What follows belongs to an exercise in optimizing a design on an open flow for small area and a short achievable clock period; a production flow would make more cautious choices. Only the layout flow was run in this run; the RTL was not checked for function there. Power is estimated from default activity; no workload was simulated.

==> design.v <==
module queue(clk,rst,datain,rw,dataout,full,empty);
  input clk,rst,rw;
  input [7:0] datain;
  output reg full, empty;
  output reg [7:0] dataout;
  reg [15:0] nwcol, nwrow;   
  reg [15:0] rcol, rrow;     
  reg [15:0] nrcol;          
  reg nfull, nempty;         
  wire push = rw & nfull;
  wire pop  = ~rw & nempty;
  wire [15:0] nwcol_n = {nwcol[14:0], nwcol[15]};
  wire [15:0] nwrow_n = nwcol[15] ? nwrow : {nwrow[14:0], nwrow[15]};
  wire [15:0] rcol_n = {rcol[14:0], rcol[15]};
  wire [15:0] rrow_n = rcol[15] ? {rrow[14:0], rrow[15]} : rrow;
  wire last_out = (|(rcol_n & ~nwcol)) & (|(rrow_n & ~nwrow));
  wire last_in  = (|(~nwcol_n & rcol)) & (|(~nwrow_n & rrow));
  wire [15:0] nwcol_en = nwcol | {16{~nfull}};
  reg [7:0] nmem [0:255];
  genvar i, r;
  generate
    for (i = 0; i < 256; i = i + 1) begin : g_mem
      always @(posedge clk)
        if (~(nwrow[i/16] | nwcol_en[i%16]))
          nmem[i] <= ~datain;
    end
  endgenerate
  wire [7:0] rowdata [0:15];
  generate
    for (r = 0; r < 16; r = r + 1) begin : g_row
      integer c;
      reg [7:0] acc;
      always @* begin
        acc = 8'd0;
        for (c = 0; c < 16; c = c + 1)
          acc = acc | (~nmem[r*16+c] & {{4{~nrcol[c]}}, {4{rcol[c]}}});
      end
      assign rowdata[r] = acc;
    end
  endgenerate
  reg [7:0] rdata;
  integer k;
  always @* begin
    rdata = 8'd0;
    for (k = 0; k < 16; k = k + 1)
      rdata = rdata | (rowdata[k] & {8{rrow[k]}});
  end
  always @(posedge clk) begin
    if (rst) begin
      nwcol <= ~16'd1;
      nwrow <= ~16'd1;
      rcol <= 16'd1;
      nrcol <= ~16'd1;
      rrow <= 16'd1;
      full <= 1'b0;
      empty <= 1'b1;
      nfull <= 1'b1;
      nempty <= 1'b0;
      dataout <= 8'd0;
    end else begin
      if (push) begin
        nwcol <= nwcol_n;
        nwrow <= nwrow_n;
        empty <= 1'b0;
        full <= last_in;
        nempty <= 1'b1;
        nfull <= ~last_in;
      end
      if (pop) begin
        rcol <= rcol_n;
        nrcol <= {nrcol[14:0], nrcol[15]};
        rrow <= rrow_n;
        full <= 1'b0;
        empty <= last_out;
        nfull <= 1'b1;
        nempty <= ~last_out;
        dataout <= rdata;
      end
    end
  end
endmodule
==> run.sh <==
#!/bin/bash
# synth_recipe.tcl (not shown) runs the flow's synth.tcl, then flattens the netlist and writes it again
# the make line also repeats each setting of config.mk as NAME=value (left out here)
make -C /OpenROAD-flow-scripts/flow DESIGN_CONFIG=/design/flow/config.mk WORK_HOME=/design/flow/orfs CLKGATE_MAP_FILE= SYNTH_SCRIPT=/design/flow/synth_recipe.tcl finish
==> config.mk <==
export PLATFORM = sky130hd
export DESIGN_NAME = queue
export DESIGN_NICKNAME = queue
export VERILOG_FILES = /design/flow/design.v
export SDC_FILE = /design/flow/constraint.sdc
export NUM_CORES = 4
export LEC_CHECK = 0
export CAP_MARGIN = 20
export CORE_MARGIN = 2
export CORE_UTILIZATION = 55
export CTS_CLUSTER_DIAMETER = 100
export CTS_CLUSTER_SIZE = 24
export SETUP_SLACK_MARGIN = 3.5
export SLEW_MARGIN = 20
==> constraint.sdc <==
create_clock -name core_clock -period 6.0 [get_ports {clk}]
set_input_delay 1.2000 -clock core_clock [delete_from_list [all_inputs] [get_ports {clk}]]
set_output_delay 1.2000 -clock core_clock [all_outputs]
set_load 0.01 [all_outputs]
==> metrics.cfg <==
[yosys]
synth_top_family_by_area = compound AO/OA/AOI/OAI gates
synthAdderAreaFrac_pct = 0
synth-simple-area-share_pct = 4.53
avgSynthCellArea_um2 = 17.1
synth-edff-count = 2048
synth_compound_area_share_pct = 11.1
async_reset_ff_share_pct = 0
ys_top_cells_by_area = edfxtp_1 80%, o22ai_1 7.0%, dfxtp_1 2.4%, nor2_1 1.7%, o221ai_1 0.95%
synth_area_leader_cell = edfxtp_1
synth.most_common_cell = edfxtp_1
synth.top_cell.area_share_pct = 79.6
synth_cell_types = 44
seq_area_frac_synth_pct = 82.0
netlist_top_cells_count = 2048 x edfxtp_1, 869 x o22ai_1, 358 x nor2_1
ys.flop_type = edfxtp_1
synth-seq-cells = 2140
ys_warn_count = 2
yosys.area_share.xor_xnor_pct = 0
synth_area_mm2 = 0.0772
syn_nets = 4518
postSynthCellCount = 4507
synth_mux_area_share_pct = 0.298

[cts]
cts_root_buf = clkbuf_16
clkSinkCount = 2140
clkLatencyLatePin_ns = 0.77
cts_tree = built
htree_num_levels = 3
clockBufferDepth = 3
holdBufCountCts = 0
cts_buffers = 99
clkTransAtPathRegs_ns = 0.11

[route]
drc = 0
first_pass_iters = 7
wl_per_cell_um = 39.3
ant_nets = 0
finalWirelength_mm = 257
dr_total_vias = 46700
vias_per_cell = 7.13
drt_iter0_markers = 7632

[min_path]
holdPathStages = 1
hp-class = reg -> reg

[setup_path]
slowest_delay_ns = 0.59
reg2reg_to = dataout[7]
worst-r2r-setup-slack_ns = 2.71
cp.depth = 9
rr_worst_depth = 9
cp.required_ns = 6.62
critPathArrivalTime_ns = 3.91
worstSetupPathType = reg -> reg
cpMaxStageDelayCell = nand4_1
worstSetupEndpoint = dataout[7]
crit_family = simple AND/OR/NAND/NOR gates
cpMostUsedCell = buf_6
rr_startpoint = nrcol[11]
crit_path_start_kind = flop
worst_setup_path_end_kind = flop
cp.buffers_inverters = 2
crit_path_max_fanout = 4
path_cells = buf_6, o22ai_1, or4_4, o41ai_4, nand4_1, a2111oi_4, buf_6, and3_1, nor3_1
cp-startpoint = nrcol[11]

[timing]
relSlewSlack_pct = 14.2
hold_slack_ns = 0.475
setup_violations = 0
tns_ns = 0
period_share_pct = 54.9
slew_viol_final = 0
hold_violations = 0
finalClockSkew_ns = 0.0368
period_needed_ns = 3.29
fmaxAchievable_mhz = 304
rsz0062_at_grt = yes
worstMarginPinSlew_ns = 1.29

[finish]
syn_to_final_growth_pct = 12.7
drive_gt1_share_pct = 16.8
fin_nets = 4625
stdcell_count = 6543

[power]
powerDensity_mw_per_mm2 = 303
p_leak_nw = 27.1
ir_drop_v = 0.000262

[floorplan]
initial_utilization_pct = 55.4
core-area_mm2 = 0.140
fp.dieH_um = 379
dieArea_mm2 = 0.143
io_pins = 21
die_w_um = 379
rows = 137

[global_routing]
grt_pass1_vias = 43400
grt_pass1_wl_mm = 351
antenna_found_initial = 10
grt-ovfl-total = 0
grt_start_max_net_pins = 204
grt_use_total_pct = 35.8

[place]
hpwlAfterDp_mm = 141
placed_cells = 6182
routabilityCongestion = 0.927
io_buffers = 20

[flow_run]
maxCapViolations = 0

[run_status]
status = complete, no violations

==> sequential cells by signal, indices dropped and copies added (netlist names) <==
name	count
dataout	8
empty	1
full	1
nempty	1
nfull	1
nmem	2048
nrcol	16
nwcol	16
nwrow	16
rcol	16
rrow	16
==> through the flow <==
step | total power [mW] | worst slack, ns | area, µm² | util (%)
after floorplan | 17.8 | 2.40 | 77300 | -
after global placement | 18.6 | 0.0985 | 79500 | 57.0
after detailed placement | 18.6 | 1.34 | 79600 | 57.0
after CTS | 26.2 | 2.83 | 86300 | 61.9
after global routing | 26.9 | 2.73 | 87100 | 62.4
final | 26.4 | 2.71 | 87100 | 62.4
==> placed cells by master, fill, tap and decap left out, types with 33 or more instances in the layout <==
cell type / n
a21oi_1: 35
buf_12: 65
buf_4: 172
buf_6: 33
clkbuf_1: 41
clkbuf_16: 103
dfxtp_1: 41
dfxtp_4: 36
edfxtp_1: 2048
nand2_1: 110
nor2_1: 205
nor2_2: 148
o221ai_1: 82
o22a_1: 84
o22ai_1: 864
or4_1: 71
==> report_power, final <==
part	total, mW	internal (mW)	switching, mW	leakage, nW
Clock	7.68	3.16	4.51	1.34
Sequential	16.8	16.6	0.161	19.2
Combinational	1.93	0.506	1.43	6.47
Total	26.4	20.3	6.10	27.1
==> metal layers <==
| metal | up-vias | wire (µm) | track usage [%] |
|---|---|---|---|
| met5 | - | 57 | 0 |
| met3 | 595 | 33500 | 9.66 |
| li1 | 18700 | - | - |
| met2 | 3508 | 113000 | 52.5 |
| met1 | 23900 | 94900 | 49.8 |
| met4 | 8 | 15700 | 17.8 |
==> worst min-delay path by stage <==
stage	start	endpoint	slack, ns
floorplan	nwcol[8]	nwcol[8]	0.44
global placement	nwcol[8]	nwcol[8]	0.44
detailed placement	nwcol[8]	nwcol[8]	0.45
CTS	nwcol[8]	nwcol[8]	0.47
global route	nwcol[8]	nwcol[8]	0.50
finish	nwcol[8]	nwcol[8]	0.47
==> logic make-up (layout without fill, tap and decap cells) <==
logic type | count (synthesis) | after routing
compound gates | 1245 | 1245
buf+inv | 373 | 527
flops | 2140 | 2140
mux | 23 | 23
other cells | 0 | 5
simple gates | 726 | 727
==> final cells by class <==
cell class	instances	area [µm²]
Sequential cell	2140	63500
Tap cell	1876	2350
Multi-Input combinational cell	1995	13800
Clock inverter	6	80.1
Inverter	42	358
Timing Repair inverter	14	113
Timing Repair Buffer	322	4140
Clock buffer	143	2710
Fill cell	9982	52400
Antenna cell	5	12.5
==> repair_timing <==
item                                    in CTS  in global routing
pin swaps                                   41                 31
resized for setup                          413                116
endpoints found under the setup margin    1525                755
cloned                                      29                  1
setup buffers                              152                 23
endpoints found under the hold margin        0                  0

==> what the ideal ports hide <==
No port has a modelled driver above. Below, the same layout with a new extraction and two added sets of constraints. Step 1, drivers: a clkbuf_16 drives clk and a buf_2 each remaining input, both assumed. Step 2 also shifts input and output timing later by t, the mid clock arrival at the registers, as if the neighbouring blocks saw the same clock. Slacks: ideal ports / drivers / drivers and shift; pairs: ideal ports / drivers.
t, ns: 0.835
setup slack, ns: 2.707 / 2.707 / 2.707
hold WS [ns]: 0.475 / 0.475 / 0.475
worst setup path at the end: register to register
After both steps this run still meets setup and hold. For this run, drivers alone change the setup slack by 0.000 ns; drivers and shift together by 0.000 ns.
